This is an optimization exercise on Yosys and OpenROAD, whose aim is small area, a short achievable clock period and few clock cycles per item, not a production implementation.
At most, simulation tests tie the RTL to the original design; equivalence was not proved.

Setup of run A:
==> flow/design.v (excerpt) <==
module fir_top (
    input  wire       clk,
    input  wire       resetN,
    input  wire       sampleClk,
    input  wire [7:0] sample,
    output reg  [7:0] sum,
    output reg        dav
);
   reg [7:0] h1, h2, h3, h4, h5, h6, h7, h8;
   reg [8:0] s23, s14, s16;
   reg [9:0] m3;
   reg [19:0] t1, t2;
   reg [3:0] ic;
   wire busy = ~ic[3] | ~ic[2];
   wire en = sampleClk | busy;
   wire [7:0] xin = busy ? 8'd0 : sample;
   wire s_1, c_2;
   ha us_1 (h1[0], h2[0], s_1, c_2);
   wire s_3, c_4;
   ha us_3 (h1[1], h2[1], s_3, c_4);
   wire s_5, c_6;
   ha us_5 (h1[2], h2[2], s_5, c_6);
   wire s_7, c_8;
   ha us_7 (h1[3], h2[3], s_7, c_8);
   wire s_9, c_10;
   ha us_9 (h1[4], h2[4], s_9, c_10);
   wire s_11, c_12;
   ha us_11 (h1[5], h2[5], s_11, c_12);
   wire s_13, c_14;
   ha us_13 (h1[6], h2[6], s_13, c_14);
   wire s_15, c_16;
   ha us_15 (h1[7], h2[7], s_15, c_16);
   wire s_17, c_18;
   ha us_17 (h1[7], h2[7], s_17, c_18);
   wire G_19 = c_4 | (s_3 & c_2);
   wire G_21 = c_6 | (s_5 & c_4);
  ...
Size: ~20 I/O pins.
export LEC_CHECK = 0
export CAP_MARGIN = 20
export CORE_MARGIN = 2
export CORE_UTILIZATION = 65
export CTS_BUF_LIST = sky130_fd_sc_hd__clkbuf_8
export CTS_CLUSTER_SIZE = 30
export SETUP_SLACK_MARGIN = 5
export SLEW_MARGIN = 20
export SYNTH_HIERARCHICAL = 1
create_clock -name core_clock -period 10.0 [get_ports {clk}]
run.sh (not shown) runs the stock make flow with config.mk's settings and CLKGATE_MAP_FILE= SYNTH_SCRIPT=/design/flow/synth_recipe.tcl, a recipe that flattens the netlist after the stock synthesis.
Changes in run B relative to run A:
--- a/flow/config.mk
+++ b/flow/config.mk
@@ -10,4 +10,3 @@
 export CORE_UTILIZATION = 65
-export CTS_BUF_LIST = sky130_fd_sc_hd__clkbuf_8
-export CTS_CLUSTER_SIZE = 30
+export CTS_BUF_LIST = sky130_fd_sc_hd__clkbuf_4 sky130_fd_sc_hd__clkbuf_8
 export SETUP_SLACK_MARGIN = 5
Findings:
Changes observed in run B relative to run A: proportion of cell area occupied by registers flat; non-clock buffer count flat. Diff run B..run A | wire length on met2 | negligible. Routed wire length essentially unchanged between run A and run B. Utilization: run A vs run B — no meaningful difference. In run B, the count of clock-buffer cells in the layout came out 1 above the value in run A. On number of filler cells placed in the layout, run B and run A are neck and neck.
For run C, these inputs were changed with respect to run B:
--- a/flow/config.mk
+++ b/flow/config.mk
@@ -9,4 +9,3 @@
 export CORE_MARGIN = 2
-export CORE_UTILIZATION = 65
-export CTS_BUF_LIST = sky130_fd_sc_hd__clkbuf_4 sky130_fd_sc_hd__clkbuf_8
+export CORE_UTILIZATION = 40
 export SETUP_SLACK_MARGIN = 5
Notes after the runs:
From run B to run C the numbers moved as follows: path depth of the worst reg2reg path has decreased; cell area has increased; area growth from synthesis to layout has increased; utilization has decreased. Sort run C and run B by final critical-path share of the clock period asc -> top: run B. Taking run B as the reference, in run C source-to-sink clock delay at the later pin of the worst-skew pair shrank by 0.02 ns. The die area in run B is 0.62 times that in run C.
What run D does differently from run C at the input level:
--- a/flow/config.mk
+++ b/flow/config.mk
@@ -9,3 +9,3 @@
 export CORE_MARGIN = 2
-export CORE_UTILIZATION = 40
+export CORE_UTILIZATION = 65
 export SETUP_SLACK_MARGIN = 5
[summary]
Compared with run C, run D shows floorplan row count that has gone down by more than 10%. [compare] base=run C new=run D: wire length held; core utilization went up 27 points; pin count of the biggest net entering global routing moved up; post-placement setup slack closely matched the old numbers; number of inserted diodes held. Run D ended up with a higher detailed-route vias per instance than run C did. Compared with run C, run D instantiates a smaller number of cells.
Function was not checked in any run of this note: the RTL went through the layout flow alone.

--- another note on this design; it stands on its own ---

== job 103 ==
## fir_top
module fir_top (
    input  wire       clk,
    input  wire       resetN,
    input  wire       sampleClk,
    input  wire [7:0] sample,
    output wire [7:0] sum,
    output reg        dav
);
   reg [7:0] h1, h2, h3, h4, h5, h6, h7, h8;
   reg [8:0] s34, s25, s16;
   reg [9:0] m3;
   reg [18:0] t1a;
   reg [17:0] t1b;
   reg [3:0] ic;
   wire busy = ~ic[3] | ~ic[2];
   wire en = sampleClk | busy;
   wire [7:0] xin = busy ? 8'd0 : sample;
   wire s_1, c_2;
   ha us_1 (h2[0], h3[0], s_1, c_2);
   wire s_3, c_4;
   ha us_3 (h2[1], h3[1], s_3, c_4);
   wire s_5, c_6;
   ha us_5 (h2[2], h3[2], s_5, c_6);
   wire s_7, c_8;
   ha us_7 (h2[3], h3[3], s_7, c_8);
   wire s_9, c_10;
   ha us_9 (h2[4], h3[4], s_9, c_10);
   wire s_11, c_12;
   ha us_11 (h2[5], h3[5], s_11, c_12);
   wire s_13, c_14;
   ha us_13 (h2[6], h3[6], s_13, c_14);
   wire s_15, c_16;
   ha us_15 (h2[7], h3[7], s_15, c_16);
   wire s_17, c_18;
   ha us_17 (h2[7], h3[7], s_17, c_18);
   wire G_19 = c_4 | (s_3 & c_2);
   wire G_21 = c_6 | (s_5 & c_4);
   wire P_22 = s_5 & s_3;
   wire G_23 = c_8 | (s_7 & c_6);
   wire P_24 = s_7 & s_5;
   wire G_25 = c_10 | (s_9 & c_8);
   wire P_26 = s_9 & s_7;
   wire G_27 = c_12 | (s_11 & c_10);
   wire P_28 = s_11 & s_9;
   wire G_29 = c_14 | (s_13 & c_12);
   wire P_30 = s_13 & s_11;
   wire G_31 = c_16 | (s_15 & c_14);
   wire P_32 = s_15 & s_13;
   wire G_33 = c_18 | (s_17 & c_16);
  ...
Size: roughly 160 flip-flops.
export LEC_CHECK = 0
export CAP_MARGIN = 20
export CORE_MARGIN = 2
export CORE_UTILIZATION = 72
export CTS_BUF_LIST = sky130_fd_sc_hd__clkbuf_8
export CTS_CLUSTER_SIZE = 30
export SETUP_SLACK_MARGIN = 5
export SLEW_MARGIN = 20
export SYNTH_HIERARCHICAL = 1
create_clock -name core_clock -period 10.0 [get_ports {clk}]
standard.sh (not shown) runs the stock make flow with config.mk's settings and CLKGATE_MAP_FILE= SYNTH_SCRIPT=/design/flow/synth_recipe.tcl, a recipe that flattens the netlist after the stock synthesis.
==> flow/flow/run.sh <==
#!/bin/bash
# The standard layout (the standard.sh: ORFS from synthesis to the final
# layout), with timing repair aiming at a larger setup margin than the flow
# settings allow and the port buffers made of sky130_fd_sc_hd__buf_2. make's
# output goes to flow_make.log; each ORFS step writes its own log under
# orfs/logs, copied here at the end.
set -euo pipefail
bash standard.sh SETUP_SLACK_MARGIN=6.0 "BUFFER_PORTS_ARGS=-buffer_cell sky130_fd_sc_hd__buf_2" finish > flow_make.log 2>&1
cp orfs/logs/*/fir_top/base/*.log . 2>/dev/null || true
Testbench counts of job 103, summed over its fixed seeds: cycles 12,008, items 12,000.
Input changes introduced in job 105 (baseline for comparison: job 103):
- CORE_UTILIZATION changed from 72 to 65
==> flow/flow/run.sh <==
#!/bin/bash
# The standard layout (the standard.sh: ORFS from synthesis to the final
# layout), with timing repair aiming at a larger setup margin than the flow
# settings allow. make's output goes to flow_make.log; each ORFS step writes
# its own log under orfs/logs, copied here at the end.
set -euo pipefail
bash standard.sh SETUP_SLACK_MARGIN=6.5 finish > flow_make.log 2>&1
cp orfs/logs/*/fir_top/base/*.log . 2>/dev/null || true
Results
When job 105 is set beside job 103, its final critical-path share of the clock period turns out to be 0.74 points smaller.
Changes observed in job 105 relative to job 103: area occupied by registers did not really move; last weighted congestion value of the routability-driven placer went up.
Higher total length of routed met2 wires among job 103 and job 105: job 105
Delta (job 105 minus job 103): setup slack increased 74 ps, layout filler cell count increased 54.
Total track usage in job 105 vs job 103: down 1.0 points
Going from job 103 to job 105, wire length after detailed routing grows by 2400 um.

## port drivers added, routing unchanged
The results above use ideal ports. As a check the final layouts listed here were re-extracted and re-timed, cells and wires unchanged.
Step 1: set_driving_cell puts a clkbuf_16 on clk and a buf_2 on each other input, an assumption about the parent block.
Step 2, shift: input delay + t, output delay - t, t = (earliest + latest rising clock arrival at the registers) / 2. This alone moves slack from input paths to output paths.
Slacks: ideal ports / drivers / drivers and shift; pairs: ideal ports / drivers.
| run | t, ns | slack for setup (ns) | worst setup path after step 2 | pins driven straight from the clock port |
|---|---|---|---|---|
| run A | 0.479 | 5.493 / 5.493 / 5.278 | input to register | 1 |
| run B | 0.478 | 5.493 / 5.493 / 5.278 | input to register | 1 |
| run C | 0.477 | 5.385 / 5.385 / 5.292 | input to register | 1 |
| run D | 0.470 | 5.464 / 5.464 / 5.248 | input to register | 1 |
| job 103 | 0.505 | 6.031 / 5.994 / 5.690 | input to register | 1 |
| job 105 | 0.496 | 6.105 / 6.068 / 6.020 | input to register | 1 |
After both steps setup and hold are still met in every run listed. The setup slack of job 103, which loses most, moves by -0.037 ns with the drivers and by -0.341 ns with both steps.
